What follows belongs to an exercise in optimizing a design on an open flow for small area and a short achievable clock period; a production flow would make more cautious choices.
In this exercise RTL edits were held to simulation tests only and were not proved equivalent to the original.
No activity file was given, so power comes from the tool's default toggle rates.

==> flow/patch_synth.py <==
import sys
s = open(sys.argv[1]).read()
def rep(old, new):
    global s
    assert s.count(old) == 1, old
    s = s.replace(old, new)
# the design's full adder module (add1_fa) becomes the library's full adder cell
rep("hierarchy -check -top $::env(DESIGN_NAME)\n",
    "hierarchy -check -top $::env(DESIGN_NAME)\n"
    "chtype -map add1_fa sky130_fd_sc_hd__fa_1\n"
    "hierarchy -check -top $::env(DESIGN_NAME)\n")
# keep the design's modules apart until after ABC (synth_recipe.tcl flattens at the end)
rep("  synth -flatten -run :fine {*}$synth_full_args\n", "  synth -run :fine {*}$synth_full_args\n")
# no other adder extraction
rep("  extract_fa {*}[dont_use_extract_fa_args]\n", "")
# final ABC mapping: the fast modules with one script, the rest with another
rep("  log_cmd abc {*}$abc_args\n",
    "  foreach m $::env(MY_FAST_MODULES) {\n"
    "    log_cmd abc {*}[lreplace $abc_args 1 1 $::env(MY_ABC_SCRIPT_FAST)] $m\n"
    "  }\n"
    "  log_cmd abc {*}[lreplace $abc_args 1 1 $::env(MY_ABC_SCRIPT)] $::env(DESIGN_NAME)\n")
open(sys.argv[2], 'w').write(s)
==> design.v <==
module add1(
	input clk,
	input operation,
	input [15:0] x,y,
	output [15:0] z,
	input [2:0]counter
	);
wire xs = x[15], ys = y[15];
wire [4:0] xe = x[14:10], ye = y[14:10];
wire [10:0] X = {1'b1, x[9:0]};
wire [10:0] Y = {1'b1, y[9:0]};
reg z_sign;
reg [4:0] z_exp;
reg [9:0] z_m;
assign z = {z_sign, z_exp, z_m};
wire [9:0] xm = x[9:0], ym = y[9:0];
wire ppn0_0 = ~(xm[0] & ym[0]);
wire ppn0_1 = ~(xm[0] & ym[1]);
wire ppn0_2 = ~(xm[0] & ym[2]);
wire ppn0_3 = ~(xm[0] & ym[3]);
wire ppn0_4 = ~(xm[0] & ym[4]);
wire ppn0_5 = ~(xm[0] & ym[5]);
wire ppn0_6 = ~(xm[0] & ym[6]);
wire ppn0_7 = ~(xm[0] & ym[7]);
wire ppn0_8 = ~(xm[0] & ym[8]);
wire ppn0_9 = ~(xm[0] & ym[9]);
wire ppn1_0 = ~(xm[1] & ym[0]);
wire ppn1_1 = ~(xm[1] & ym[1]);
wire ppn1_2 = ~(xm[1] & ym[2]);
wire ppn1_3 = ~(xm[1] & ym[3]);
wire ppn1_4 = ~(xm[1] & ym[4]);
wire ppn1_5 = ~(xm[1] & ym[5]);
wire ppn1_6 = ~(xm[1] & ym[6]);
wire ppn1_7 = ~(xm[1] & ym[7]);
wire ppn1_8 = ~(xm[1] & ym[8]);
wire ppn1_9 = ~(xm[1] & ym[9]);
wire ppn2_0 = ~(xm[2] & ym[0]);
wire ppn2_1 = ~(xm[2] & ym[1]);
wire ppn2_2 = ~(xm[2] & ym[2]);
wire ppn2_3 = ~(xm[2] & ym[3]);
wire ppn2_4 = ~(xm[2] & ym[4]);
wire ppn2_5 = ~(xm[2] & ym[5]);
wire ppn2_6 = ~(xm[2] & ym[6]);
wire ppn2_7 = ~(xm[2] & ym[7]);
wire ppn2_8 = ~(xm[2] & ym[8]);
wire ppn2_9 = ~(xm[2] & ym[9]);
wire ppn3_0 = ~(xm[3] & ym[0]);
wire ppn3_1 = ~(xm[3] & ym[1]);
wire ppn3_2 = ~(xm[3] & ym[2]);
wire ppn3_3 = ~(xm[3] & ym[3]);
wire ppn3_4 = ~(xm[3] & ym[4]);
wire ppn3_5 = ~(xm[3] & ym[5]);
wire ppn3_6 = ~(xm[3] & ym[6]);
wire ppn3_7 = ~(xm[3] & ym[7]);
wire ppn3_8 = ~(xm[3] & ym[8]);
wire ppn3_9 = ~(xm[3] & ym[9]);
wire ppn4_0 = ~(xm[4] & ym[0]);
wire ppn4_1 = ~(xm[4] & ym[1]);
wire ppn4_2 = ~(xm[4] & ym[2]);
wire ppn4_3 = ~(xm[4] & ym[3]);
wire ppn4_4 = ~(xm[4] & ym[4]);
wire ppn4_5 = ~(xm[4] & ym[5]);
wire ppn4_6 = ~(xm[4] & ym[6]);
wire ppn4_7 = ~(xm[4] & ym[7]);
wire ppn4_8 = ~(xm[4] & ym[8]);
wire ppn4_9 = ~(xm[4] & ym[9]);
wire ppn5_0 = ~(xm[5] & ym[0]);
wire ppn5_1 = ~(xm[5] & ym[1]);
wire ppn5_2 = ~(xm[5] & ym[2]);
wire ppn5_3 = ~(xm[5] & ym[3]);
wire ppn5_4 = ~(xm[5] & ym[4]);
wire ppn5_5 = ~(xm[5] & ym[5]);
wire ppn5_6 = ~(xm[5] & ym[6]);
wire ppn5_7 = ~(xm[5] & ym[7]);
wire ppn5_8 = ~(xm[5] & ym[8]);
wire ppn5_9 = ~(xm[5] & ym[9]);
wire ppn6_0 = ~(xm[6] & ym[0]);
wire ppn6_1 = ~(xm[6] & ym[1]);
wire ppn6_2 = ~(xm[6] & ym[2]);
wire ppn6_3 = ~(xm[6] & ym[3]);
wire ppn6_4 = ~(xm[6] & ym[4]);
wire ppn6_5 = ~(xm[6] & ym[5]);
wire ppn6_6 = ~(xm[6] & ym[6]);
wire ppn6_7 = ~(xm[6] & ym[7]);
wire ppn6_8 = ~(xm[6] & ym[8]);
wire ppn6_9 = ~(xm[6] & ym[9]);
wire ppn7_0 = ~(xm[7] & ym[0]);
wire ppn7_1 = ~(xm[7] & ym[1]);
wire ppn7_2 = ~(xm[7] & ym[2]);
wire ppn7_3 = ~(xm[7] & ym[3]);
wire ppn7_4 = ~(xm[7] & ym[4]);
wire ppn7_5 = ~(xm[7] & ym[5]);
wire ppn7_6 = ~(xm[7] & ym[6]);
wire ppn7_7 = ~(xm[7] & ym[7]);
wire ppn7_8 = ~(xm[7] & ym[8]);
wire ppn7_9 = ~(xm[7] & ym[9]);
wire ppn8_0 = ~(xm[8] & ym[0]);
wire ppn8_1 = ~(xm[8] & ym[1]);
wire ppn8_2 = ~(xm[8] & ym[2]);
wire ppn8_3 = ~(xm[8] & ym[3]);
wire ppn8_4 = ~(xm[8] & ym[4]);
wire ppn8_5 = ~(xm[8] & ym[5]);
wire ppn8_6 = ~(xm[8] & ym[6]);
wire ppn8_7 = ~(xm[8] & ym[7]);
wire ppn8_8 = ~(xm[8] & ym[8]);
wire ppn8_9 = ~(xm[8] & ym[9]);
wire ppn9_0 = ~(xm[9] & ym[0]);
wire ppn9_1 = ~(xm[9] & ym[1]);
wire ppn9_2 = ~(xm[9] & ym[2]);
wire ppn9_3 = ~(xm[9] & ym[3]);
wire ppn9_4 = ~(xm[9] & ym[4]);
wire ppn9_5 = ~(xm[9] & ym[5]);
wire ppn9_6 = ~(xm[9] & ym[6]);
wire ppn9_7 = ~(xm[9] & ym[7]);
wire ppn9_8 = ~(xm[9] & ym[8]);
wire ppn9_9 = ~(xm[9] & ym[9]);
wire [9:0] xmn = ~xm, ymn = ~ym;
wire tn1 = ~(ppn0_9 ^ ppn1_8);
wire tn2 = ppn0_9 | ppn1_8;
wire tn3, tn4;
add1_fa u_tn3 (.A(ppn1_9), .B(ppn2_8), .CIN(ppn3_7), .COUT(tn4), .SUM(tn3));
wire tn5 = ~(ppn4_6 ^ ppn5_5);
wire tn6 = ppn4_6 | ppn5_5;
wire tn7, tn8;
add1_fa u_tn7 (.A(ppn2_9), .B(ppn3_8), .CIN(ppn4_7), .COUT(tn8), .SUM(tn7));
wire tn9 = ~(ppn5_6 ^ ppn6_5);
wire tn10 = ppn5_6 | ppn6_5;
wire tn11, tn12;
add1_fa u_tn11 (.A(ppn3_9), .B(ppn4_8), .CIN(ppn5_7), .COUT(tn12), .SUM(tn11));
wire tn13 = ~(ppn0_6 ^ ppn1_5);
wire tn14 = ppn0_6 | ppn1_5;
wire tn15, tn16;
add1_fa u_tn15 (.A(ppn0_7), .B(ppn1_6), .CIN(ppn2_5), .COUT(tn16), .SUM(tn15));
wire tn17 = ~(ppn3_4 ^ ppn4_3);
wire tn18 = ppn3_4 | ppn4_3;
wire tn19, tn20;
add1_fa u_tn19 (.A(ppn0_8), .B(ppn1_7), .CIN(ppn2_6), .COUT(tn20), .SUM(tn19));
wire tn21, tn22;
add1_fa u_tn21 (.A(ppn3_5), .B(ppn4_4), .CIN(ppn5_3), .COUT(tn22), .SUM(tn21));
wire tn23 = ~(ppn6_2 ^ ppn7_1);
wire tn24 = ppn6_2 | ppn7_1;
wire tn25, tn26;
add1_fa u_tn25 (.A(ppn2_7), .B(ppn3_6), .CIN(ppn4_5), .COUT(tn26), .SUM(tn25));
wire tn27, tn28;
add1_fa u_tn27 (.A(ppn5_4), .B(ppn6_3), .CIN(ppn7_2), .COUT(tn28), .SUM(tn27));
wire tn29, tn30;
add1_fa u_tn29 (.A(ppn8_1), .B(ppn9_0), .CIN(tn1), .COUT(tn30), .SUM(tn29));
wire tn31, tn32;
add1_fa u_tn31 (.A(ppn6_4), .B(ppn7_3), .CIN(ppn8_2), .COUT(tn32), .SUM(tn31));
wire tn33, tn34;
add1_fa u_tn33 (.A(ppn9_1), .B(xmn[0]), .CIN(ymn[0]), .COUT(tn34), .SUM(tn33));
wire tn35, tn36;
add1_fa u_tn35 (.A(tn2), .B(tn3), .CIN(tn5), .COUT(tn36), .SUM(tn35));
wire tn37, tn38;
add1_fa u_tn37 (.A(ppn7_4), .B(ppn8_3), .CIN(ppn9_2), .COUT(tn38), .SUM(tn37));
wire tn39, tn40;
add1_fa u_tn39 (.A(xmn[1]), .B(ymn[1]), .CIN(tn4), .COUT(tn40), .SUM(tn39));
wire tn41, tn42;
add1_fa u_tn41 (.A(tn6), .B(tn7), .CIN(tn9), .COUT(tn42), .SUM(tn41));
wire tn43, tn44;
add1_fa u_tn43 (.A(ppn6_6), .B(ppn7_5), .CIN(ppn8_4), .COUT(tn44), .SUM(tn43));
wire tn45, tn46;
add1_fa u_tn45 (.A(ppn9_3), .B(xmn[2]), .CIN(ymn[2]), .COUT(tn46), .SUM(tn45));
wire tn47, tn48;
add1_fa u_tn47 (.A(tn8), .B(tn10), .CIN(tn11), .COUT(tn48), .SUM(tn47));
wire tn49, tn50;
add1_fa u_tn49 (.A(ppn4_9), .B(ppn5_8), .CIN(ppn6_7), .COUT(tn50), .SUM(tn49));
wire tn51, tn52;
add1_fa u_tn51 (.A(ppn7_6), .B(ppn8_5), .CIN(ppn9_4), .COUT(tn52), .SUM(tn51));
wire tn53, tn54;
add1_fa u_tn53 (.A(xmn[3]), .B(ymn[3]), .CIN(tn12), .COUT(tn54), .SUM(tn53));
wire tn55, tn56;
add1_fa u_tn55 (.A(ppn5_9), .B(ppn6_8), .CIN(ppn7_7), .COUT(tn56), .SUM(tn55));
wire tn57, tn58;
add1_fa u_tn57 (.A(ppn8_6), .B(ppn9_5), .CIN(xmn[4]), .COUT(tn58), .SUM(tn57));
wire tn59, tn60;
add1_fa u_tn59 (.A(ppn6_9), .B(ppn7_8), .CIN(ppn8_7), .COUT(tn60), .SUM(tn59));
wire tn61 = ~(ppn0_4 ^ ppn1_3);
wire tn62 = ppn0_4 | ppn1_3;
wire tn63, tn64;
add1_fa u_tn63 (.A(ppn0_5), .B(ppn1_4), .CIN(ppn2_3), .COUT(tn64), .SUM(tn63));
wire tn65 = ~(ppn3_2 ^ ppn4_1);
wire tn66 = ppn3_2 | ppn4_1;
wire tn67, tn68;
add1_fa u_tn67 (.A(ppn2_4), .B(ppn3_3), .CIN(ppn4_2), .COUT(tn68), .SUM(tn67));
wire tn69, tn70;
add1_fa u_tn69 (.A(ppn5_1), .B(ppn6_0), .CIN(tn13), .COUT(tn70), .SUM(tn69));
wire tn71, tn72;
add1_fa u_tn71 (.A(ppn5_2), .B(ppn6_1), .CIN(ppn7_0), .COUT(tn72), .SUM(tn71));
wire tn73, tn74;
add1_fa u_tn73 (.A(tn14), .B(tn15), .CIN(tn17), .COUT(tn74), .SUM(tn73));
wire tn75, tn76;
add1_fa u_tn75 (.A(ppn8_0), .B(tn16), .CIN(tn18), .COUT(tn76), .SUM(tn75));
wire tn77, tn78;
add1_fa u_tn77 (.A(tn19), .B(tn21), .CIN(tn23), .COUT(tn78), .SUM(tn77));
wire tn79, tn80;
add1_fa u_tn79 (.A(tn20), .B(tn22), .CIN(tn24), .COUT(tn80), .SUM(tn79));
wire tn81, tn82;
add1_fa u_tn81 (.A(tn25), .B(tn27), .CIN(tn29), .COUT(tn82), .SUM(tn81));
wire tn83, tn84;
add1_fa u_tn83 (.A(tn26), .B(tn28), .CIN(tn30), .COUT(tn84), .SUM(tn83));
wire tn85, tn86;
add1_fa u_tn85 (.A(tn31), .B(tn33), .CIN(tn35), .COUT(tn86), .SUM(tn85));
wire tn87, tn88;
add1_fa u_tn87 (.A(tn32), .B(tn34), .CIN(tn36), .COUT(tn88), .SUM(tn87));
wire tn89, tn90;
add1_fa u_tn89 (.A(tn37), .B(tn39), .CIN(tn41), .COUT(tn90), .SUM(tn89));
wire tn91, tn92;
add1_fa u_tn91 (.A(tn38), .B(tn40), .CIN(tn42), .COUT(tn92), .SUM(tn91));
wire tn93, tn94;
add1_fa u_tn93 (.A(tn43), .B(tn45), .CIN(tn47), .COUT(tn94), .SUM(tn93));
wire tn95, tn96;
add1_fa u_tn95 (.A(tn44), .B(tn46), .CIN(tn48), .COUT(tn96), .SUM(tn95));
wire tn97, tn98;
add1_fa u_tn97 (.A(tn49), .B(tn51), .CIN(tn53), .COUT(tn98), .SUM(tn97));
wire tn99, tn100;
add1_fa u_tn99 (.A(ymn[4]), .B(tn50), .CIN(tn52), .COUT(tn100), .SUM(tn99));
wire tn101, tn102;
add1_fa u_tn101 (.A(tn54), .B(tn55), .CIN(tn57), .COUT(tn102), .SUM(tn101));
wire tn103, tn104;
add1_fa u_tn103 (.A(ppn9_6), .B(xmn[5]), .CIN(ymn[5]), .COUT(tn104), .SUM(tn103));
wire tn105, tn106;
add1_fa u_tn105 (.A(tn56), .B(tn58), .CIN(tn59), .COUT(tn106), .SUM(tn105));
wire tn107, tn108;
add1_fa u_tn107 (.A(ppn7_9), .B(ppn8_8), .CIN(ppn9_7), .COUT(tn108), .SUM(tn107));
wire tn109, tn110;
add1_fa u_tn109 (.A(xmn[6]), .B(ymn[6]), .CIN(tn60), .COUT(tn110), .SUM(tn109));
wire tn111, tn112;
add1_fa u_tn111 (.A(ppn8_9), .B(ppn9_8), .CIN(xmn[7]), .COUT(tn112), .SUM(tn111));
wire tn113 = ~(ppn0_3 ^ ppn1_2);
wire tn114 = ppn0_3 | ppn1_2;
wire tn115, tn116;
add1_fa u_tn115 (.A(ppn2_2), .B(ppn3_1), .CIN(ppn4_0), .COUT(tn116), .SUM(tn115));
wire tn117, tn118;
add1_fa u_tn117 (.A(ppn5_0), .B(tn62), .CIN(tn63), .COUT(tn118), .SUM(tn117));
wire tn119, tn120;
add1_fa u_tn119 (.A(tn64), .B(tn66), .CIN(tn67), .COUT(tn120), .SUM(tn119));
wire tn121, tn122;
add1_fa u_tn121 (.A(tn68), .B(tn70), .CIN(tn71), .COUT(tn122), .SUM(tn121));
wire tn123, tn124;
add1_fa u_tn123 (.A(tn72), .B(tn74), .CIN(tn75), .COUT(tn124), .SUM(tn123));
wire tn125, tn126;
add1_fa u_tn125 (.A(tn76), .B(tn78), .CIN(tn79), .COUT(tn126), .SUM(tn125));
wire tn127, tn128;
add1_fa u_tn127 (.A(tn80), .B(tn82), .CIN(tn83), .COUT(tn128), .SUM(tn127));
wire tn129, tn130;
add1_fa u_tn129 (.A(tn84), .B(tn86), .CIN(tn87), .COUT(tn130), .SUM(tn129));
wire tn131, tn132;
add1_fa u_tn131 (.A(tn88), .B(tn90), .CIN(tn91), .COUT(tn132), .SUM(tn131));
wire tn133, tn134;
add1_fa u_tn133 (.A(tn92), .B(tn94), .CIN(tn95), .COUT(tn134), .SUM(tn133));
wire tn135, tn136;
add1_fa u_tn135 (.A(tn96), .B(tn98), .CIN(tn99), .COUT(tn136), .SUM(tn135));
wire tn137, tn138;
add1_fa u_tn137 (.A(tn100), .B(tn102), .CIN(tn103), .COUT(tn138), .SUM(tn137));
wire tn139, tn140;
add1_fa u_tn139 (.A(tn104), .B(tn106), .CIN(tn107), .COUT(tn140), .SUM(tn139));
wire tn141, tn142;
add1_fa u_tn141 (.A(ymn[7]), .B(tn108), .CIN(tn110), .COUT(tn142), .SUM(tn141));
wire tn143, tn144;
add1_fa u_tn143 (.A(ppn9_9), .B(xmn[8]), .CIN(ymn[8]), .COUT(tn144), .SUM(tn143));
wire tn145 = ~(ppn0_2 ^ ppn1_1);
wire tn146 = ppn0_2 | ppn1_1;
wire tn147, tn148;
add1_fa u_tn147 (.A(ppn2_1), .B(ppn3_0), .CIN(tn113), .COUT(tn148), .SUM(tn147));
wire tn149, tn150;
add1_fa u_tn149 (.A(tn61), .B(tn114), .CIN(tn115), .COUT(tn150), .SUM(tn149));
wire tn151, tn152;
add1_fa u_tn151 (.A(tn65), .B(tn116), .CIN(tn117), .COUT(tn152), .SUM(tn151));
wire tn153, tn154;
add1_fa u_tn153 (.A(tn69), .B(tn118), .CIN(tn119), .COUT(tn154), .SUM(tn153));
wire tn155, tn156;
add1_fa u_tn155 (.A(tn73), .B(tn120), .CIN(tn121), .COUT(tn156), .SUM(tn155));
wire tn157, tn158;
add1_fa u_tn157 (.A(tn77), .B(tn122), .CIN(tn123), .COUT(tn158), .SUM(tn157));
wire tn159, tn160;
add1_fa u_tn159 (.A(tn81), .B(tn124), .CIN(tn125), .COUT(tn160), .SUM(tn159));
wire tn161, tn162;
add1_fa u_tn161 (.A(tn85), .B(tn126), .CIN(tn127), .COUT(tn162), .SUM(tn161));
wire tn163, tn164;
add1_fa u_tn163 (.A(tn89), .B(tn128), .CIN(tn129), .COUT(tn164), .SUM(tn163));
wire tn165, tn166;
add1_fa u_tn165 (.A(tn93), .B(tn130), .CIN(tn131), .COUT(tn166), .SUM(tn165));
wire tn167, tn168;
add1_fa u_tn167 (.A(tn97), .B(tn132), .CIN(tn133), .COUT(tn168), .SUM(tn167));
wire tn169, tn170;
add1_fa u_tn169 (.A(tn101), .B(tn134), .CIN(tn135), .COUT(tn170), .SUM(tn169));
wire tn171, tn172;
add1_fa u_tn171 (.A(tn105), .B(tn136), .CIN(tn137), .COUT(tn172), .SUM(tn171));
wire tn173, tn174;
add1_fa u_tn173 (.A(tn109), .B(tn138), .CIN(tn139), .COUT(tn174), .SUM(tn173));
wire tn175, tn176;
add1_fa u_tn175 (.A(tn111), .B(tn140), .CIN(tn141), .COUT(tn176), .SUM(tn175));
wire tn177, tn178;
add1_fa u_tn177 (.A(tn112), .B(tn142), .CIN(tn143), .COUT(tn178), .SUM(tn177));
wire tn179, tn180;
add1_fa u_tn179 (.A(xmn[9]), .B(ymn[9]), .CIN(tn144), .COUT(tn180), .SUM(tn179));
wire [21:0] mr0 = {1'b0, ~tn180, ~tn178, ~tn176, ~tn174, ~tn172, ~tn170, ~tn168, ~tn166, ~tn164, ~tn162, ~tn160, ~tn158, ~tn156, ~tn154, ~tn152, ~tn150, ~tn148, ~tn146, ~ppn2_0, ~ppn0_1, ~ppn0_0};
wire [21:0] mr1 = {1'b0, 1'b1, ~tn179, ~tn177, ~tn175, ~tn173, ~tn171, ~tn169, ~tn167, ~tn165, ~tn163, ~tn161, ~tn159, ~tn157, ~tn155, ~tn153, ~tn151, ~tn149, ~tn147, ~tn145, ~ppn1_0, 1'b0};
wire [4:0] m_e0 = xe + ye + 5'd17;
wire [4:0] m_e1 = xe + ye + 5'd18;
wire [9:0] m_man;
wire [4:0] m_exp;
add1_mcpa u_mcpa (.mr0(mr0), .mr1(mr1), .e0(m_e0), .e1(m_e1), .m_man(m_man), .m_exp(m_exp));
wire m_zero = (x == 16'h0000) | (y == 16'h0000);
wire [5:0] dxy = {1'b0, xe} - {1'b0, ye};
wire [5:0] dyx = {1'b0, ye} - {1'b0, xe};
wire gt = dyx[5];                  
wire lt = dxy[5] ;                  
wire [4:0] sh = lt ? dyx[4:0] : dxy[4:0];
wire [10:0] B = lt ? Y : X;
wire [10:0] Xsh = X >> dyx[4:0];
wire [10:0] Ysh = Y >> dxy[4:0];
wire [10:0] S = lt ? Xsh : Ysh;
wire [4:0] ea = lt ? ye : xe;
wire sa = gt ? xs : (lt ? ys : 1'b0);
wire negB = lt ? ys : xs;
wire diff = xs ^ ys;
wire invS = diff & negB;        
wire invB = diff & ~negB;       
wire cin = diff;
wire [11:0] Sx = {1'b0, S} ^ {12{invS}};
wire [11:0] Ba = {1'b0, B} ^ {12{invB}};
wire ac_g0 = Ba[0] & Sx[0];
wire ac_p0 = Ba[0] ^ Sx[0];
wire ac_g1 = Ba[1] & Sx[1];
wire ac_p1 = Ba[1] ^ Sx[1];
wire ac_g2 = Ba[2] & Sx[2];
wire ac_p2 = Ba[2] ^ Sx[2];
wire ac_g3 = Ba[3] & Sx[3];
wire ac_p3 = Ba[3] ^ Sx[3];
wire ac_g4 = Ba[4] & Sx[4];
wire ac_p4 = Ba[4] ^ Sx[4];
wire ac_g5 = Ba[5] & Sx[5];
wire ac_p5 = Ba[5] ^ Sx[5];
wire ac_g6 = Ba[6] & Sx[6];
wire ac_p6 = Ba[6] ^ Sx[6];
wire ac_g7 = Ba[7] & Sx[7];
wire ac_p7 = Ba[7] ^ Sx[7];
wire ac_g8 = Ba[8] & Sx[8];
wire ac_p8 = Ba[8] ^ Sx[8];
wire ac_g9 = Ba[9] & Sx[9];
wire ac_p9 = Ba[9] ^ Sx[9];
wire ac_g10 = Ba[10] & Sx[10];
wire ac_p10 = Ba[10] ^ Sx[10];
wire ac_g11 = Ba[11] & Sx[11];
wire ac_p11 = Ba[11] ^ Sx[11];
wire ac_G0c = ac_g0 | (ac_p0 & cin);
wire ac_G0_1 = ac_g1 | (ac_p1 & ac_G0c);
wire ac_P0_1 = ac_p1 & ac_p0;
wire ac_G0_3 = ac_g3 | (ac_p3 & ac_g2);
wire ac_P0_3 = ac_p3 & ac_p2;
wire ac_G0_5 = ac_g5 | (ac_p5 & ac_g4);
wire ac_P0_5 = ac_p5 & ac_p4;
wire ac_G0_7 = ac_g7 | (ac_p7 & ac_g6);
wire ac_P0_7 = ac_p7 & ac_p6;
wire ac_G0_9 = ac_g9 | (ac_p9 & ac_g8);
wire ac_P0_9 = ac_p9 & ac_p8;
wire ac_G0_11 = ac_g11 | (ac_p11 & ac_g10);
wire ac_P0_11 = ac_p11 & ac_p10;
wire ac_G1_2 = ac_g2 | (ac_p2 & ac_G0_1);
wire ac_P1_2 = ac_p2 & ac_P0_1;
wire ac_G1_3 = ac_G0_3 | (ac_P0_3 & ac_G0_1);
wire ac_P1_3 = ac_P0_3 & ac_P0_1;
wire ac_G1_6 = ac_g6 | (ac_p6 & ac_G0_5);
wire ac_P1_6 = ac_p6 & ac_P0_5;
wire ac_G1_7 = ac_G0_7 | (ac_P0_7 & ac_G0_5);
wire ac_P1_7 = ac_P0_7 & ac_P0_5;
wire ac_G1_10 = ac_g10 | (ac_p10 & ac_G0_9);
wire ac_P1_10 = ac_p10 & ac_P0_9;
wire ac_G1_11 = ac_G0_11 | (ac_P0_11 & ac_G0_9);
wire ac_P1_11 = ac_P0_11 & ac_P0_9;
wire ac_G2_4 = ac_g4 | (ac_p4 & ac_G1_3);
wire ac_P2_4 = ac_p4 & ac_P1_3;
wire ac_G2_5 = ac_G0_5 | (ac_P0_5 & ac_G1_3);
wire ac_P2_5 = ac_P0_5 & ac_P1_3;
wire ac_G2_6 = ac_G1_6 | (ac_P1_6 & ac_G1_3);
wire ac_P2_6 = ac_P1_6 & ac_P1_3;
wire ac_G2_7 = ac_G1_7 | (ac_P1_7 & ac_G1_3);
wire ac_P2_7 = ac_P1_7 & ac_P1_3;
wire ac_G3_8 = ac_g8 | (ac_p8 & ac_G2_7);
wire ac_P3_8 = ac_p8 & ac_P2_7;
wire ac_G3_9 = ac_G0_9 | (ac_P0_9 & ac_G2_7);
wire ac_P3_9 = ac_P0_9 & ac_P2_7;
wire ac_G3_10 = ac_G1_10 | (ac_P1_10 & ac_G2_7);
wire ac_P3_10 = ac_P1_10 & ac_P2_7;
wire ac_G3_11 = ac_G1_11 | (ac_P1_11 & ac_G2_7);
wire ac_P3_11 = ac_P1_11 & ac_P2_7;
wire [11:0] sum = {(ac_p11 ^ ac_G3_10), (ac_p10 ^ ac_G3_9), (ac_p9 ^ ac_G3_8), (ac_p8 ^ ac_G2_7), (ac_p7 ^ ac_G2_6), (ac_p6 ^ ac_G2_5), (ac_p5 ^ ac_G2_4), (ac_p4 ^ ac_G1_3), (ac_p3 ^ ac_G1_2), (ac_p2 ^ ac_G0_1), (ac_p1 ^ ac_G0c), (ac_p0 ^ cin)};
wire Szero = (sh > 5'd10);
wire [11:0] H = {sum[11] & ~(invB & Szero), sum[10:0]};
reg [9:0] a_man;
reg [4:0] a_exp;
reg a_keep;
always @* begin
	a_keep = 1'b0;
	a_man = H[9:0];
	a_exp = ea;
	if (H[11]) begin
		a_man = H[10:1] + {9'd0, H[0]};
		a_exp = ea + 5'd1;
	end else if (H[10]) begin
		a_man = H[9:0];
	end else if (H[9]) begin
		a_man = {H[8:0], 1'b0};
		a_exp = ea - 5'd1;
	end else if (H[8]) begin
		a_man = H[9:0];
		a_exp = ea - 5'd2;
	end else begin
		a_keep = 1'b1;
	end
	if (H == 12'd0 && !sa) begin
		a_exp = 5'd0;
		a_man = 10'd0;
		a_keep = 1'b0;
	end
end
wire a_zero = (x == 16'h0000) & (y == 16'h0000);
always @(posedge clk) begin
	if (counter == 3'd0) begin
		if (operation) begin
			z_sign <= m_zero ? 1'b0 : xs ^ ys;
			z_exp <= m_zero ? 5'd0 : m_exp;
			z_m <= m_zero ? 10'd0 : m_man;
		end else begin
			z_sign <= a_zero ? 1'b0 : sa;
			z_exp <= a_zero ? 5'd0 : a_exp;
			if (a_zero) z_m <= 10'd0;
			else if (!a_keep) z_m <= a_man;
		end
	end
end
endmodule
module add1_mcpa(input [21:0] mr0, input [21:0] mr1, input [4:0] e0, input [4:0] e1,
                 output [9:0] m_man, output [4:0] m_exp);
wire mc_g0 = mr0[0] & mr1[0];
wire mc_p0 = mr0[0] ^ mr1[0];
wire mc_g1 = mr0[1] & mr1[1];
wire mc_p1 = mr0[1] ^ mr1[1];
wire mc_g2 = mr0[2] & mr1[2];
wire mc_p2 = mr0[2] ^ mr1[2];
wire mc_g3 = mr0[3] & mr1[3];
wire mc_p3 = mr0[3] ^ mr1[3];
wire mc_g4 = mr0[4] & mr1[4];
wire mc_p4 = mr0[4] ^ mr1[4];
wire mc_g5 = mr0[5] & mr1[5];
wire mc_p5 = mr0[5] ^ mr1[5];
wire mc_g6 = mr0[6] & mr1[6];
wire mc_p6 = mr0[6] ^ mr1[6];
wire mc_g7 = mr0[7] & mr1[7];
wire mc_p7 = mr0[7] ^ mr1[7];
wire mc_g8 = mr0[8] & mr1[8];
wire mc_p8 = mr0[8] ^ mr1[8];
wire mc_g9 = mr0[9] & mr1[9];
wire mc_p9 = mr0[9] ^ mr1[9];
wire mc_g10 = mr0[10] & mr1[10];
wire mc_p10 = mr0[10] ^ mr1[10];
wire mc_g11 = mr0[11] & mr1[11];
wire mc_p11 = mr0[11] ^ mr1[11];
wire mc_g12 = mr0[12] & mr1[12];
wire mc_p12 = mr0[12] ^ mr1[12];
wire mc_g13 = mr0[13] & mr1[13];
wire mc_p13 = mr0[13] ^ mr1[13];
wire mc_g14 = mr0[14] & mr1[14];
wire mc_p14 = mr0[14] ^ mr1[14];
wire mc_g15 = mr0[15] & mr1[15];
wire mc_p15 = mr0[15] ^ mr1[15];
wire mc_g16 = mr0[16] & mr1[16];
wire mc_p16 = mr0[16] ^ mr1[16];
wire mc_g17 = mr0[17] & mr1[17];
wire mc_p17 = mr0[17] ^ mr1[17];
wire mc_g18 = mr0[18] & mr1[18];
wire mc_p18 = mr0[18] ^ mr1[18];
wire mc_g19 = mr0[19] & mr1[19];
wire mc_p19 = mr0[19] ^ mr1[19];
wire mc_g20 = mr0[20] & mr1[20];
wire mc_p20 = mr0[20] ^ mr1[20];
wire mc_g21 = mr0[21] & mr1[21];
wire mc_p21 = mr0[21] ^ mr1[21];
wire mc_G0_1 = mc_g1 | (mc_p1 & mc_g0);
wire mc_P0_1 = mc_p1 & mc_p0;
wire mc_G0_3 = mc_g3 | (mc_p3 & mc_g2);
wire mc_P0_3 = mc_p3 & mc_p2;
wire mc_G0_5 = mc_g5 | (mc_p5 & mc_g4);
wire mc_P0_5 = mc_p5 & mc_p4;
wire mc_G0_7 = mc_g7 | (mc_p7 & mc_g6);
wire mc_P0_7 = mc_p7 & mc_p6;
wire mc_G0_9 = mc_g9 | (mc_p9 & mc_g8);
wire mc_P0_9 = mc_p9 & mc_p8;
wire mc_G0_11 = mc_g11 | (mc_p11 & mc_g10);
wire mc_P0_11 = mc_p11 & mc_p10;
wire mc_G0_13 = mc_g13 | (mc_p13 & mc_g12);
wire mc_P0_13 = mc_p13 & mc_p12;
wire mc_G0_15 = mc_g15 | (mc_p15 & mc_g14);
wire mc_P0_15 = mc_p15 & mc_p14;
wire mc_G0_17 = mc_g17 | (mc_p17 & mc_g16);
wire mc_P0_17 = mc_p17 & mc_p16;
wire mc_G0_19 = mc_g19 | (mc_p19 & mc_g18);
wire mc_P0_19 = mc_p19 & mc_p18;
wire mc_G0_21 = mc_g21 | (mc_p21 & mc_g20);
wire mc_P0_21 = mc_p21 & mc_p20;
wire mc_G1_2 = mc_g2 | (mc_p2 & mc_G0_1);
wire mc_P1_2 = mc_p2 & mc_P0_1;
wire mc_G1_3 = mc_G0_3 | (mc_P0_3 & mc_G0_1);
wire mc_P1_3 = mc_P0_3 & mc_P0_1;
wire mc_G1_6 = mc_g6 | (mc_p6 & mc_G0_5);
wire mc_P1_6 = mc_p6 & mc_P0_5;
wire mc_G1_7 = mc_G0_7 | (mc_P0_7 & mc_G0_5);
wire mc_P1_7 = mc_P0_7 & mc_P0_5;
wire mc_G1_10 = mc_g10 | (mc_p10 & mc_G0_9);
wire mc_P1_10 = mc_p10 & mc_P0_9;
wire mc_G1_11 = mc_G0_11 | (mc_P0_11 & mc_G0_9);
wire mc_P1_11 = mc_P0_11 & mc_P0_9;
wire mc_G1_14 = mc_g14 | (mc_p14 & mc_G0_13);
wire mc_P1_14 = mc_p14 & mc_P0_13;
wire mc_G1_15 = mc_G0_15 | (mc_P0_15 & mc_G0_13);
wire mc_P1_15 = mc_P0_15 & mc_P0_13;
wire mc_G1_18 = mc_g18 | (mc_p18 & mc_G0_17);
wire mc_P1_18 = mc_p18 & mc_P0_17;
wire mc_G1_19 = mc_G0_19 | (mc_P0_19 & mc_G0_17);
wire mc_P1_19 = mc_P0_19 & mc_P0_17;
wire mc_G2_4 = mc_g4 | (mc_p4 & mc_G1_3);
wire mc_P2_4 = mc_p4 & mc_P1_3;
wire mc_G2_5 = mc_G0_5 | (mc_P0_5 & mc_G1_3);
wire mc_P2_5 = mc_P0_5 & mc_P1_3;
wire mc_G2_6 = mc_G1_6 | (mc_P1_6 & mc_G1_3);
wire mc_P2_6 = mc_P1_6 & mc_P1_3;
wire mc_G2_7 = mc_G1_7 | (mc_P1_7 & mc_G1_3);
wire mc_P2_7 = mc_P1_7 & mc_P1_3;
wire mc_G2_12 = mc_g12 | (mc_p12 & mc_G1_11);
wire mc_P2_12 = mc_p12 & mc_P1_11;
wire mc_G2_13 = mc_G0_13 | (mc_P0_13 & mc_G1_11);
wire mc_P2_13 = mc_P0_13 & mc_P1_11;
wire mc_G2_14 = mc_G1_14 | (mc_P1_14 & mc_G1_11);
wire mc_P2_14 = mc_P1_14 & mc_P1_11;
wire mc_G2_15 = mc_G1_15 | (mc_P1_15 & mc_G1_11);
wire mc_P2_15 = mc_P1_15 & mc_P1_11;
wire mc_G2_20 = mc_g20 | (mc_p20 & mc_G1_19);
wire mc_P2_20 = mc_p20 & mc_P1_19;
wire mc_G2_21 = mc_G0_21 | (mc_P0_21 & mc_G1_19);
wire mc_P2_21 = mc_P0_21 & mc_P1_19;
wire mc_G3_8 = mc_g8 | (mc_p8 & mc_G2_7);
wire mc_P3_8 = mc_p8 & mc_P2_7;
wire mc_G3_9 = mc_G0_9 | (mc_P0_9 & mc_G2_7);
wire mc_P3_9 = mc_P0_9 & mc_P2_7;
wire mc_G3_10 = mc_G1_10 | (mc_P1_10 & mc_G2_7);
wire mc_P3_10 = mc_P1_10 & mc_P2_7;
wire mc_G3_11 = mc_G1_11 | (mc_P1_11 & mc_G2_7);
wire mc_P3_11 = mc_P1_11 & mc_P2_7;
wire mc_G3_12 = mc_G2_12 | (mc_P2_12 & mc_G2_7);
wire mc_P3_12 = mc_P2_12 & mc_P2_7;
wire mc_G3_13 = mc_G2_13 | (mc_P2_13 & mc_G2_7);
wire mc_P3_13 = mc_P2_13 & mc_P2_7;
wire mc_G3_14 = mc_G2_14 | (mc_P2_14 & mc_G2_7);
wire mc_P3_14 = mc_P2_14 & mc_P2_7;
wire mc_G3_15 = mc_G2_15 | (mc_P2_15 & mc_G2_7);
wire mc_P3_15 = mc_P2_15 & mc_P2_7;
wire mc_G4_16 = mc_g16 | (mc_p16 & mc_G3_15);
wire mc_P4_16 = mc_p16 & mc_P3_15;
wire mc_G4_17 = mc_G0_17 | (mc_P0_17 & mc_G3_15);
wire mc_P4_17 = mc_P0_17 & mc_P3_15;
wire mc_G4_18 = mc_G1_18 | (mc_P1_18 & mc_G3_15);
wire mc_P4_18 = mc_P1_18 & mc_P3_15;
wire mc_G4_19 = mc_G1_19 | (mc_P1_19 & mc_G3_15);
wire mc_P4_19 = mc_P1_19 & mc_P3_15;
wire mc_G4_20 = mc_G2_20 | (mc_P2_20 & mc_G3_15);
wire mc_P4_20 = mc_P2_20 & mc_P3_15;
wire mc_G4_21 = mc_G2_21 | (mc_P2_21 & mc_G3_15);
wire mc_P4_21 = mc_P2_21 & mc_P3_15;
wire [21:0] P = {(mc_p21 ^ mc_G4_20), (mc_p20 ^ mc_G4_19), (mc_p19 ^ mc_G4_18), (mc_p18 ^ mc_G4_17), (mc_p17 ^ mc_G4_16), (mc_p16 ^ mc_G3_15), (mc_p15 ^ mc_G3_14), (mc_p14 ^ mc_G3_13), (mc_p13 ^ mc_G3_12), (mc_p12 ^ mc_G3_11), (mc_p11 ^ mc_G3_10), (mc_p10 ^ mc_G3_9), (mc_p9 ^ mc_G3_8), (mc_p8 ^ mc_G2_7), (mc_p7 ^ mc_G2_6), (mc_p6 ^ mc_G2_5), (mc_p5 ^ mc_G2_4), (mc_p4 ^ mc_G1_3), (mc_p3 ^ mc_G1_2), (mc_p2 ^ mc_G0_1), (mc_p1 ^ mc_g0), (mc_p0 ^ 1'b0)};
wire mh = P[21];
assign m_man = mh ? P[20:11] : P[19:10];
assign m_exp = mh ? e1 : e0;
endmodule
module add1_fa(input A, input B, input CIN, output COUT, output SUM);
assign SUM = A ^ B ^ CIN;
assign COUT = (A & B) | (A & CIN) | (B & CIN);
endmodule
==> flow/abc.script <==
strash
dch
map -D 4500
buffer -c
topo
stime -c
upsize -c
dnsize -c
==> config.mk <==
export PLATFORM = sky130hd
export DESIGN_NAME = add1
export DESIGN_NICKNAME = add1
export VERILOG_FILES = /design/flow/design.v
export SDC_FILE = /design/flow/constraint.sdc
export NUM_CORES = 4
export LEC_CHECK = 0
export CAP_MARGIN = 20
export CORE_MARGIN = 2
export CORE_UTILIZATION = 40
export PLACE_DENSITY = 0.6
export SETUP_SLACK_MARGIN = 1.5
export SLEW_MARGIN = 20
==> flow/abc_fast.script <==
strash
dch
map -D 1500
buffer -c
topo
stime -c
upsize -c
dnsize -c
==> standard.sh <==
#!/bin/bash
# synth_recipe.tcl (not shown) runs the flow's synth.tcl, then flattens the netlist and writes it again
# the make line also repeats each setting of config.mk as NAME=value (left out here)
make -C /OpenROAD-flow-scripts/flow DESIGN_CONFIG=/design/flow/config.mk WORK_HOME=/design/flow/orfs CLKGATE_MAP_FILE= SYNTH_SCRIPT=/design/flow/synth_recipe.tcl "${@:-finish}"
==> constraint.sdc <==
create_clock -name core_clock -period 8.5 [get_ports {clk}]
set_input_delay 1.7000 -clock core_clock [delete_from_list [all_inputs] [get_ports {clk}]]
set_output_delay 1.7000 -clock core_clock [all_outputs]
set_load 0.01 [all_outputs]
==> flow/run.sh <==
#!/bin/bash
# Own layout flow: the standard ORFS flow (standard.sh) with these changes:
#  - synthesis is synth_recipe.tcl with ORFS synth.tcl patched by flow/patch_synth.py:
#    the RTL's full adder module add1_fa becomes the library full adder cell, no other
#    adder extraction, modules kept apart until after ABC (synth_recipe.tcl flattens them
#    at the end), and ABC maps add1_mcpa (the multiplier's final adder) with
#    flow/abc_fast.script and the rest with flow/abc.script;
#  - ports are buffered with sky130_fd_sc_hd__buf_1.
# The registers and their names are those of the standard synthesis.
# Each tool's output goes to a log in this folder (and ORFS's own logs under orfs/logs).
set -euo pipefail
W=$PWD
python3 flow/patch_synth.py "$FLOW_HOME/scripts/synth.tcl" "$W/flow_synth_mod.tcl" > patch.log 2>&1
sed "s#source \$::env(SCRIPTS_DIR)/synth.tcl#source $W/flow_synth_mod.tcl#" synth_recipe.tcl > flow_synth.tcl
grep -q "flow_synth_mod.tcl" flow_synth.tcl
export MY_ABC_SCRIPT=$W/flow/abc.script
export MY_ABC_SCRIPT_FAST=$W/flow/abc_fast.script
export MY_FAST_MODULES=add1_mcpa
bash standard.sh SYNTH_SCRIPT=$W/flow_synth.tcl synth > flow_synth.log 2>&1
bash standard.sh SYNTH_SCRIPT=$W/flow_synth.tcl "BUFFER_PORTS_ARGS=-buffer_cell sky130_fd_sc_hd__buf_1" finish > flow_layout.log 2>&1
test -f out/final.def
==> results of run 1 <==
-- kinds of logic (layout without fill, tap and decap cells) --
family	after synthesis	in the layout	share of synthesized area
flip-flops	16	16	0.0719
XOR/XNOR	54	54	0.0719
buffers and inverters	203	240	0.121
adder cells (fa/ha/maj)	80	80	0.240
other	2	5	0.00112
AO/OA/AOI/OAI	194	194	0.170
AND/OR/NAND/NOR	475	475	0.322
multiplexers	2	2	0.00300
-- critical path, delay by kind of cell --
kind	cells	cell delay, ns
AND/OR/NAND/NOR	24	2.91
AO/OA/AOI/OAI	5	0.65
buffers and inverters	10	1.04
XOR/XNOR	1	0.23
-- metrics by stage --
stage,worst slack [ns],power (mW),std cells,util
after floorplan,2.17,1.40,1029,-
after global placement,1.01,1.75,1270,0.428
after detailed placement,0.913,1.76,1270,0.428
after CTS,1.55,1.85,1273,0.433
after global routing,1.51,2.12,1286,0.443
final,1.91,1.88,1286,0.443
-- synthesized netlist by cell type (all sizes together), types with 3 or more instances --
cell | n | area share
a21boi | 3 | 0.0034
a21oi | 44 | 0.035
a22oi | 3 | 0.0041
a31oi | 5 | 0.0056
and2 | 8 | 0.0081
buf | 14 | 0.014
clkbuf | 26 | 0.015
clkinv | 4 | 0.0022
edfxtp | 16 | 0.072
fa | 80 | 0.24
inv | 159 | 0.090
nand2 | 260 | 0.15
nand3 | 24 | 0.022
nand4 | 14 | 0.013
nor2 | 134 | 0.086
nor3 | 12 | 0.012
nor4 | 12 | 0.017
o211ai | 5 | 0.0064
o21ai | 94 | 0.070
o22ai | 19 | 0.018
o32ai | 5 | 0.0066
or2 | 11 | 0.011
xnor2 | 11 | 0.014
xor2 | 43 | 0.057
-- area by class of cell --
class,count,area share
repair buffers,74,0.0525
multi-input cells,810,0.749
flip-flops and latches,16,0.0659
inverters,163,0.0851
clock buffers,3,0.0103
well taps,220,0.0377
-- power breakdown --
group | switching (mW) | leakage (nW) | total (mW) | internal [mW]
Sequential | 0.00373 | 0.144 | 0.126 | 0.122
Combinational | 1.07 | 3.05 | 1.66 | 0.590
Clock | 0.0253 | 0.0370 | 0.0867 | 0.0614
-- Yosys stat by module (local to each module, per instance) --
module	cells	area, µm²
add1_mcpa	164	882
add1	862	5800
-- flip-flops by register name, summed over array words and instances, names as in the netlist --
name    flops
z_exp       5
z_m        10
z_sign      1
-- final timing paths --
| path | startpoint | endpoint | slack, ns | cells after the start |
|---|---|---|---|---|
| worst max-delay path | y[11] | z_m[8] | 1.91 | 40 |
| worst min-delay path | counter[2] | z_sign | 1.90 | 3 |
-- timing repair --
action	4_1_cts	5_1_grt
endpoints found under the setup margin	10	25
pin swaps	0	4
buffers inserted	0	13
gates resized for setup	3	20
-- per-layer routing --
layer	track usage	wire, µm	vias to the layer above
li1	-	-	3330
met1	0.313	8990	3167
met2	0.419	10100	209
met3	0.0164	1010	28
met4	0.0538	394	0
met5	0	0	-
==> results.tsv, run 1 <==
metric	value	unit
max incr delay on CP	0.27	ns
worst endpoint required time	8.46	ns
Arrival @ worst endpoint	6.55	ns
Clock Tree Buf Depth	2	
vias in the first global route	6599	
clock sinks	16	
post-route ant nets	0	
fraction of layout cells with a size suffix above 1	0.120	
most used cell, CP	nand2_2	
initial DRC count	579	
dpl hpwl	16.2	mm
register area	480	µm²
Placement Cell Area	7040	µm²
I/O Pins	53	
Cell Rows	47	
relative slew slack	0.421	
clock period minus worst slack	6.59	ns
slowest CP cell	or2_4	
Worst-Margin Slew	0.869	ns
Post-Syn Area	6680	µm²
Worst setup EP type	register	
Die X	133	µm
HP Class	in -> reg	
antenna cells	0	
Reg clk slew, reported paths	0.04	ns
CTS root buffer	clkbuf_16	
H-tree level count	1	
Peak supply drop	0.000149	V
Main synth FF type	edfxtp_1	
final hold slack	1.90	ns
Total Wirelength	20.5	mm
All-Layer GR Usage	0.235	
most frequent cells in the layout	nand2_1 (244), inv_1 (127), nor2_1 (117)	
syn avg cell area	6.51	µm²
final instance area	7300	µm²
gr ovfl total	0	
Maximum Capacitance Violations	0	
crit start category	input pin	
CTS tree	done	
core area	16500	µm²
Synth Warn #	1	
Die Ht	133	µm
Hold Buf Count CTS	0	
Starting Density	0.406	
Final setup viols	0	
Placer Congestion	0.948	
EDFF count, synth	16	
first-pass GRT wire length	33.7	mm
Synth Instances	1026	
drt wl/cell	15.9	µm
pin count of the biggest net entering global routing	46	
RSZ-0062 raised after global routing	no	
CTS Buf Count	3	
FILL cells	1776	
Vias per Instance	5.24	
Max Fclk	152	MHz
Area Overhead vs Synth	9.15	%
CP Class	in -> reg	
Async S/R FF share, synth	0	
initial antenna violation count	0	
PwrDens	257	nW/µm²
iteration count of the initial detailed-routing pass	5	
commonest non-fill, non-tap cell in the layout	nand2_1	
Worst Path Max Fanout	25	
max-slew violations	0	
DR vias	6734	
multi-input combinational cell area	5460	µm²
Seq/Total Area, Yosys	0.0719	
DRC Markers	0	
total negative slack	0	ns
Synth Register Bits	16	
Final #Nets	1185	
final hold violations	0	
status	timing/DRC/antenna clean	
crit share post-route	0.776	
I/O Buffers	52	
Synth cell types	61	
LEAKAGE	3.23	nW
Die ar.	17800	µm²
==> run 2: changes to the inputs <==
--- a/config.mk
+++ b/config.mk
@@ -11,3 +11,3 @@
 export PLACE_DENSITY = 0.6
-export SETUP_SLACK_MARGIN = 1.5
+export SETUP_SLACK_MARGIN = 3.0
 export SLEW_MARGIN = 20
==> run 2 against run 1 <==
Die area did not move. Critical path type unchanged. Non-clock buffer count rose by 53. Worst hold slack got worse by 0.0014 ns. Via count rose by 6.4%. Synthesized cell count did not move. Worst setup slack improved by 0.56 ns. Total power rose by 30%. Area after synthesis did not move. Largest power group unchanged. Sequential share of layout area fell by 1.2 points. Fmax rose by 9.2%. Count of clock-buffer cells in the layout did not move. Still clean. Final area rose by 22%.
==> results.tsv, run 2 <==
metric	value	unit	change
Clock Tree Buf Depth	2		unchanged
most frequent cells in the layout	nand2_1 (217), inv_1 (110), nor2_1 (91)		
Placer Congestion	0.920		-3.0%
LEAKAGE	3.81	nW	+18%
drt wl/cell	16.7	µm	+5.2%
biggest registers after layout	z_m (10), z_exp (5), z_sign (1)		
HP Class	in -> reg		
iteration count of the initial detailed-routing pass	8		+3
vias in the first global route	6751		+2.3%
Vias per Instance	5.32		+1.6%
CP Class	in -> reg		
sw frac	0.558		-0.0293
Seq/Total Area, Yosys	0.0719		unchanged
Synth top area share	0.240		unchanged
PwrDens	274	nW/µm²	+6.5%
total negative slack	0	ns	unchanged
Synth Register Bits	16		unchanged
Overall Power	2.44	mW	+30%
Yosys top cell by area	fa_1		
Worst-Margin Slew	0.750	ns	-0.119 ns
FILL cells	1618		-8.9%
Final #Nets	1245		+5.1%
multi-input combinational cell area	6270	µm²	+15%
Synth cell types	61		unchanged
relative slew slack	0.499		+0.0782
RSZ-0062 raised after global routing	yes		
# placed instances	1264		-0.47%
Cell Rows	47		unchanged
first-pass GRT wire length	34.5	mm	+2.5%
Synth Warn #	1		unchanged
Total Wirelength	22.5	mm	+10%
crit share post-route	0.710		-0.0654
Clk pwr share	0.036		-0.010
Die Ht	133	µm	unchanged
final hold violations	0		unchanged
clock sinks	16		unchanged
DR vias	7166		+6.4%
I/O Pins	53		unchanged
Synth Instances	1026		unchanged
post-route ant nets	0		unchanged
EDFF count, synth	16		unchanged
Main synth FF type	edfxtp_1		
Starting Density	0.406		unchanged
max-slew violations	0		unchanged
synth top area cells	fa_1 (24%), nand2_1 (14%), edfxtp_1 (7.2%), inv_1 (7.1%), nor2_1 (6.6%)		
status	timing/DRC/antenna clean		
Reg clk slew, reported paths	0.04	ns	about the same
crit start category	input pin		
Die ar.	17800	µm²	unchanged
CTS tree	done		
final hold slack	1.89	ns	-0.00141 ns
I/O Buffers	52		unchanged
final instance area	8900	µm²	+22%
fraction of layout cells with a size suffix above 1	0.303		+0.183
Area Overhead vs Synth	33.1	%	
Top reg by flops	z_m		
clock period minus worst slack	6.04	ns	-0.555 ns
dpl hpwl	16.3	mm	+0.40%
worst endpoint required time	8.45	ns	about the same
Arrival @ worst endpoint	5.99	ns	-0.56 ns
most common cell in the netlist	nand2_1		
H-tree level count	1		unchanged
initial DRC count	534		-7.8%
Post-Syn Area	6680	µm²	unchanged
Peak supply drop	0.000191	V	+28%
All-Layer GR Usage	0.243		+0.00829
Worst Path Max Fanout	5		-80%
initial antenna violation count	0		unchanged
Final setup viols	0		unchanged
antenna cells	0		unchanged
pin count of the biggest net entering global routing	22		-52%
Max Fclk	166	MHz	+9.2%
CTS root buffer	clkbuf_16		
commonest non-fill, non-tap cell in the layout	nand2_1		
synth cell count leaders	nand2_1 (247), inv_1 (127), nor2_1 (118)		
sequential share of power	0.052		-0.015
net switching power	1.36	mW	+23%
Placement Cell Area	7140	µm²	+1.4%
Async S/R FF share, synth	0		unchanged
register area	480	µm²	unchanged
CTS Buf Count	3		unchanged
Pint	1.08	mW	+39%
gr ovfl total	0		unchanged
Die X	133	µm	unchanged
Comb pwr share	0.912		+0.025
Worst setup EP type	register		
core area	16500	µm²	unchanged
DRC Markers	0		unchanged
Largest register FFs	10		unchanged
fin cells	1347		+4.7%
syn avg cell area	6.51	µm²	unchanged
Maximum Capacitance Violations	0		unchanged
## run 2: cell counts after synthesis
No cell type changed its count.
## run 2: cell type report
class | instances | area share
clock buffer | 3 | 0.00844
clock inverter | 1 | 0.000422
inverter | 163 | 0.0830
multi-input combinational | 816 | 0.704
sequential | 16 | 0.0540
tap | 220 | 0.0309
timing repair buffer | 127 | 0.118
timing repair inverter | 1 | 0.000985
## run 2: what timing repair did
item | in CTS | in global routing
gates resized for setup | 112 | 171
setup buffers | 32 | 38
endpoints found under the setup margin | 25 | 25
pin swaps | 31 | 32
hold buffers | 0 | 0
gates cloned | 4 | 5
## run 2: logic make-up (layout without fill, tap and decap cells)
logic type / after synthesis / in the layout / share of synthesized area
flops: 16 / 16 / 0.0719
buf+inv: 203 / 295 / 0.121
simple gates: 475 / 481 / 0.322
xor+xnor: 54 / 54 / 0.0719
other cells: 2 / 5 / 0.00112
compound gates: 194 / 194 / 0.170
mux: 2 / 2 / 0.00300
fa+ha+maj: 80 / 80 / 0.240
## run 2: critical path, cell delays in order
cell	delay, ns
buf_6	0.09
buf_6	0.12
buf_4	0.14
buf_4	0.15
nand4_1	0.15
nand2_1	0.11
fa_2	0.35
fa_2	0.54
fa_2	0.44
fa_1	0.50
inv_2	0.06
nor2_4	0.12
o21ai_2	0.09
a31oi_4	0.18
nor2_4	0.06
nor4_4	0.31
buf_4	0.19
nor2_1	0.04
nor2_1	0.11
xor2_1	0.25
mux2i_1	0.12
inv_1	0.07
o32ai_2	0.08
## run 2: power groups by stage
stage / logic (mW) / clock network, mW / registers [mW]
after floorplan: 1.31 / 0 / 0.133
after global placement: 1.65 / 0 / 0.127
after detailed placement: 1.66 / 0 / 0.127
after CTS: 1.92 / 0.0907 / 0.126
after global routing: 2.46 / 0.0941 / 0.127
final: 2.22 / 0.0889 / 0.126
## run 2: routing by layer
layer / GRT usage / up-vias / routed length [µm]
met4: 0.0697 / 0 / 726
li1: - / 3474 / -
met3: 0.0209 / 45 / 1320
met2: 0.426 / 272 / 11200
met1: 0.323 / 3375 / 9310
met5: 0 / - / 0
## run 2: path summary, 6_finish.rpt
| check | startpoint | to | slack (ns) | cells past startpoint |
|---|---|---|---|---|
| worst min-delay path | counter[2] | z_sign | 1.89 | 3 |
| worst max-delay path | x[4] | z_m[6] | 2.46 | 23 |
## run 2: metrics by stage
stage	worst slack [ns]	utilization
after floorplan	2.55	-
after global placement	1.31	0.434
after detailed placement	1.26	0.434
after CTS	2.41	0.478
after global routing	2.20	0.540
final	2.46	0.540
## run 2: modules after synthesis (local to each module, per instance)
module / cell area [µm²] / flops+latches
add1: 5800 / 16
add1_mcpa: 882 / 0
==> run 3: changes to the inputs <==
--- a/config.mk
+++ b/config.mk
@@ -9,4 +9,4 @@
 export CORE_MARGIN = 2
-export CORE_UTILIZATION = 40
-export PLACE_DENSITY = 0.6
+export CORE_UTILIZATION = 70
+export PLACE_DENSITY = 0.85
 export SETUP_SLACK_MARGIN = 3.0
==> run 3 against run 2 <==
The flow now stops in 5_1_grt. Synthesized cell count stayed put. Area after synthesis stayed put.
==> results.tsv, run 3 <==
metric	value	unit	change
clock sinks	16		unchanged
# placed instances	1173		-7.2%
syn avg cell area	6.51	µm²	unchanged
pin count of the biggest net entering global routing	23		
I/O Pins	53		unchanged
Seq/Total Area, Yosys	0.0719		unchanged
post-synthesis simple-gate area fraction	0.322		unchanged
Placer Congestion	0.993		+8.0%
gr ovfl total	1037		
complex-gate fraction of the synthesized area	0.170		unchanged
CTS Buf Count	3		unchanged
tool error	[ERROR GRT-0232] Routing congestion too high. Check the congestion heatmap in the GUI.		
Main synth FF type	edfxtp_1		
Hold Buf Count CTS	0		unchanged
Die X	102	µm	-24%
Yosys top cell by area	fa_1		
Synth Warn #	1		unchanged
dpl hpwl	14.8	mm	-9.1%
Worst EP kind	register data pin		
post-synthesis mux area share	0.00300		unchanged
Synth Register Bits	16		unchanged
EDFF count, synth	16		unchanged
Async S/R FF share, synth	0		unchanged
Die Ht	102	µm	-24%
I/O Buffers	52		unchanged
Synth top area share	0.240		unchanged
synth cell count leaders	nand2_1 (247), inv_1 (127), nor2_1 (118)		
failing step	5_1_grt		
worst_ep grt	z_m[6]$_DFFE_PP_/DE		
Synth Instances	1026		unchanged
post-synthesis xor/xnor area fraction	0.0719		unchanged
CTS root buffer	clkbuf_8		
H-tree level count	1		unchanged
status	did not finish		
largest family of logic cells by synthesized area	simple AND/OR/NAND/NOR gates		
Synth Area in Adders	0.240		unchanged
most common cell in the netlist	nand2_1		
Post-Syn Area	6680	µm²	unchanged
All-Layer GR Usage	1.01		
Clock Tree Buf Depth	2		unchanged
Cell Rows	35		-26%
synth top area cells	fa_1 (24%), nand2_1 (14%), edfxtp_1 (7.2%), inv_1 (7.1%), nor2_1 (6.6%)		
Starting Density	0.723		+0.317
Synth cell types	61		unchanged
[run 3: timing repair]
| item | 4_1_cts |
|---|---|
| pin swaps | 45 |
| buffers inserted | 80 |
| setup endpoints to repair | 25 |
| gates cloned | 8 |
| resized for setup | 187 |
[run 3: metal layers]
layer,GRT usage,GRT overflow
met1,0.867,6
met2,1.39,782
met3,0.704,5
met4,1.22,243
met5,0.288,1
[run 3: per-module statistics from Yosys, one instance, submodules excluded]
| module | cells inside | flip-flops and latches | copies in the design | area [µm²] |
|---|---|---|---|---|
| add1 | 862 | 16 | 1 | 5800 |
| add1_mcpa | 164 | 0 | 1 | 882 |
[run 3: power groups by stage]
stage	combinational (mW)	sequential (mW)	clock, mW
after detailed placement	1.63	0.127	0
after floorplan	1.31	0.133	0
after global placement	1.61	0.127	0
after CTS	1.99	0.126	0.0571
[run 3: how the worst max path moves through the flow]
| stage | start | to | slack [ns] | depth (start not counted) |
|---|---|---|---|---|
| floorplan | x[1] | z_m[1] | 2.55 | 23 |
| global placement | y[11] | z_m[1] | 1.34 | 37 |
| detailed placement | y[11] | z_m[7] | 1.28 | 37 |
| CTS | y[8] | z_m[5] | 2.59 | 20 |
[run 3: kinds of logic after synthesis]
group / Yosys count
AOI/OAI and AO/OA: 194
and+or+nand+nor: 475
adders and majority gates: 80
buffers and inverters: 203
muxes: 2
DFF: 16
other: 2
xor gates and xnor gates: 54
[run 3: stage by stage]
step                      cell area [µm²]  hold WS [ns]  utilization  setup slack [ns]  total power [mW]
after floorplan                      6950          1.92            -              2.55              1.44
after global placement               7030          2.10        0.760              1.34              1.73
after detailed placement             7030          2.11        0.760              1.28              1.76
after CTS                            8410          1.85        0.910              2.59              2.18
==> run 4: changes to the inputs <==
--- a/config.mk
+++ b/config.mk
@@ -9,5 +9,5 @@
 export CORE_MARGIN = 2
-export CORE_UTILIZATION = 70
-export PLACE_DENSITY = 0.85
-export SETUP_SLACK_MARGIN = 3.0
+export CORE_UTILIZATION = 60
+export PLACE_DENSITY = 0.75
+export SETUP_SLACK_MARGIN = 1.5
 export SLEW_MARGIN = 20
==> run 4 against run 3 <==
Area after synthesis unchanged. Synthesized cell count is the same. Now clean on timing, DRC and antenna.
==> results.tsv, run 4 <==
metric	value	unit	change
syn avg cell area	6.51	µm²	unchanged
post-route ant nets	0		
Max Fclk	152	MHz	
Hold Crit Start	counter[2]		
DRC Markers	0		
Synth Instances	1026		unchanged
DR vias	6801		
HP Class	in -> reg		
Reg clk slew, reported paths	0.06	ns	
Final setup viols	0		
Vias per Instance	5.70		
Final Worst Setup Slack	1.92	ns	
CTS Buf Count	3		unchanged
total negative slack	0	ns	
gr ovfl total	0		
Worst Path Max Fanout	20		
Maximum Capacitance Violations	0		
relative slew slack	0.340		
EDFF count, synth	16		unchanged
Total Wirelength	18.7	mm	
most used cell, CP	fa_1		
biggest registers after layout	z_m (10), z_exp (5), z_sign (1)		
I/O Buffers	52		unchanged
CTS tree	done		
H-tree level count	1		unchanged
I/O Pins	53		unchanged
Yosys top cell by area	fa_1		
Clk pwr share	0.030		
Arrival @ worst endpoint	6.55	ns	
Die ar.	12000	µm²	
LEAKAGE	3.16	nW	
worst endpoint required time	8.47	ns	
final hold slack	1.87	ns	
Worst setup EP type	register		
core area	10800	µm²	
max-slew violations	0		
most common cell in the netlist	nand2_1		
RSZ-0062 raised after global routing	no		
Main synth FF type	edfxtp_1		
iteration count of the initial detailed-routing pass	6		
first-pass GRT wire length	30.2	mm	
fraction of layout cells with a size suffix above 1	0.114		
Placer Congestion	0.944		-5.0%
Starting Density	0.617		-0.107
synth cell count leaders	nand2_1 (247), inv_1 (127), nor2_1 (118)		
CTS root buffer	clkbuf_8		
status	timing/DRC/antenna clean		
sw frac	0.593		
initial DRC count	579		
net switching power	1.07	mW	
vias in the first global route	6421		
crit share post-route	0.774		
pre-CTS WS	0.992	ns	-0.287 ns
Final #Nets	1173		
Area Overhead vs Synth	5.65	%	
slowest CP cell	fa_1		
sequential share of power	0.069		
Worst-Margin Slew	0.982	ns	
Async S/R FF share, synth	0		unchanged
All-Layer GR Usage	0.322		
PwrDens	257	nW/µm²	
Synth Register Bits	16		unchanged
initial antenna violation count	0		
crit path launch	y[2]		
Die Ht	110	µm	+7.7%
commonest non-fill, non-tap cell in the layout	nand2_1		
max incr delay on CP	0.60	ns	
Largest register FFs	10		
most frequent cells in the layout	nand2_1 (245), inv_1 (127), nor2_1 (118)		
dpl hpwl	15.1	mm	+2.1%
# placed instances	1182		+0.77%
Post-Syn Area	6680	µm²	unchanged
Synth Warn #	1		unchanged
final hold violations	0		
Comb pwr share	0.901		
crit start category	input pin		
Peak supply drop	0.000259	V	
synth top area cells	fa_1 (24%), nand2_1 (14%), edfxtp_1 (7.2%), inv_1 (7.1%), nor2_1 (6.6%)		
drt wl/cell	15.6	µm	
Die X	110	µm	+7.7%
CP Class	in -> reg		
clock sinks	16		unchanged
Cell Rows	38		+8.6%
Synth cell types	61		unchanged
pin count of the biggest net entering global routing	46		
Top reg by flops	z_m		
Pint	739	µW	
Clock Tree Buf Depth	2		unchanged
fin cells	1194		
antenna cells	0		
clock period minus worst slack	6.58	ns	
Seq/Total Area, Yosys	0.0719		unchanged
crit-path cells	buf_1 > clkinv_1 > fa_1 > fa_1 > fa_1 > fa_1 > inv_1 > nor2_1 > nor4_2 > nand3_1 > nor2_1 > nor4_4 > o21ai_1 > nand2_1 > nand2_2 > inv_2 > nand2_1 > o21ai_1 > inv_1 > o21ai_1		
Synth top area share	0.240		unchanged
run 4: cell counts after synthesis:
Identical to the previous run, type by type.
run 4: cell type report:
type	instances	area, µm²
inverters	163	628
fillers	1100	3780
flip-flops and latches	16	480
clock buffers	3	41.3
well taps	140	175
multi-input cells	810	5440
repair buffers	62	298
run 4: kinds of logic (layout without fill, tap and decap cells):
kind of cell | Yosys count | in the layout | share of synthesized area
mux | 2 | 2 | 0.00300
buf+inv | 203 | 228 | 0.121
other cells | 2 | 5 | 0.00112
compound gates | 194 | 194 | 0.170
flops | 16 | 16 | 0.0719
fa+ha+maj | 80 | 80 | 0.240
xor+xnor | 54 | 54 | 0.0719
simple gates | 475 | 475 | 0.322
run 4: power groups by stage:
stage | sequential [mW] | combinational, mW | clock, mW
2_1_floorplan | 0.133 | 1.27 | 0
3_5_place_dp | 0.127 | 1.59 | 0
6_report | 0.125 | 1.63 | 0.0542
4_1_cts | 0.125 | 1.60 | 0.0550
3_3_place_gp | 0.126 | 1.58 | 0
5_1_grt | 0.126 | 1.86 | 0.0575
run 4: routing by layer:
metal | track usage | vias up | wire (µm)
li1 | - | 3320 | -
met1 | 0.413 | 3112 | 7490
met2 | 0.580 | 319 | 9170
met3 | 0.0219 | 50 | 1410
met4 | 0.100 | 0 | 607
met5 | 0 | - | 0
run 4: timing repair:
action                                  in CTS  in global routing
gates resized for setup                      2                 21
setup buffers                                0                  9
endpoints found under the setup margin      10                 25
cloned                                       0                  0
hold endpoints to repair                     0                  0
pin swaps                                    0                  4
hold buffers                                 0                  0
run 4: path summary, 6_finish.rpt:
path | to | slack [ns] | cells after the start
max | z_m[8] | 1.92 | 20
min | z_exp[0] | 1.87 | 2
run 4: through the flow:
stage / area (µm²) / power [mW] / utilization
after floorplan: 6700 / 1.40 / -
after global placement: 6880 / 1.70 / 0.635
after detailed placement: 6880 / 1.72 / 0.635
after CTS: 6930 / 1.78 / 0.639
after global routing: 7060 / 2.04 / 0.651
final: 7060 / 1.81 / 0.651
run 4: modules after synthesis (local to each module, per instance):
| module | cells | cell area, µm² | flops+latches | copies in the design |
|---|---|---|---|---|
| add1 | 862 | 5800 | 16 | 1 |
| add1_mcpa | 164 | 882 | 0 | 1 |
run 4: critical path: cells and delay by family:
kind / cells / cell delay (ns)
and+or+nand+nor: 8 / 1.39
AOI/OAI and AO/OA: 3 / 0.26
adders and majority gates: 4 / 1.98
buffers and inverters: 5 / 1.20

afterwards: timing with drivers on the ports:
In the flow no input, the clock included, has a driving cell. The finished layouts below were timed again as built, in two steps.
Step 1, drivers: a clkbuf_16 drives clk and a buf_2 each remaining input, both assumed.
Step 2 also shifts input and output timing later by t, the mid clock arrival at the registers, as if the neighbouring blocks saw the same clock.
Three values: no drivers, after step 1, after step 2; two values: the first two.
run	shift t [ns]	slack for setup (ns)	worst slew at a driven data input, ns
run 1	0.265	1.908 / 1.909 / 1.645	0.04
run 2	0.271	2.463 / 2.382 / 2.111	0.13
run 4	0.258	1.922 / 1.915 / 1.657	0.04
After both steps every run listed still meets setup and hold. For run 2, which loses most, drivers alone change the setup slack by -0.081 ns; drivers and shift together by -0.352 ns.
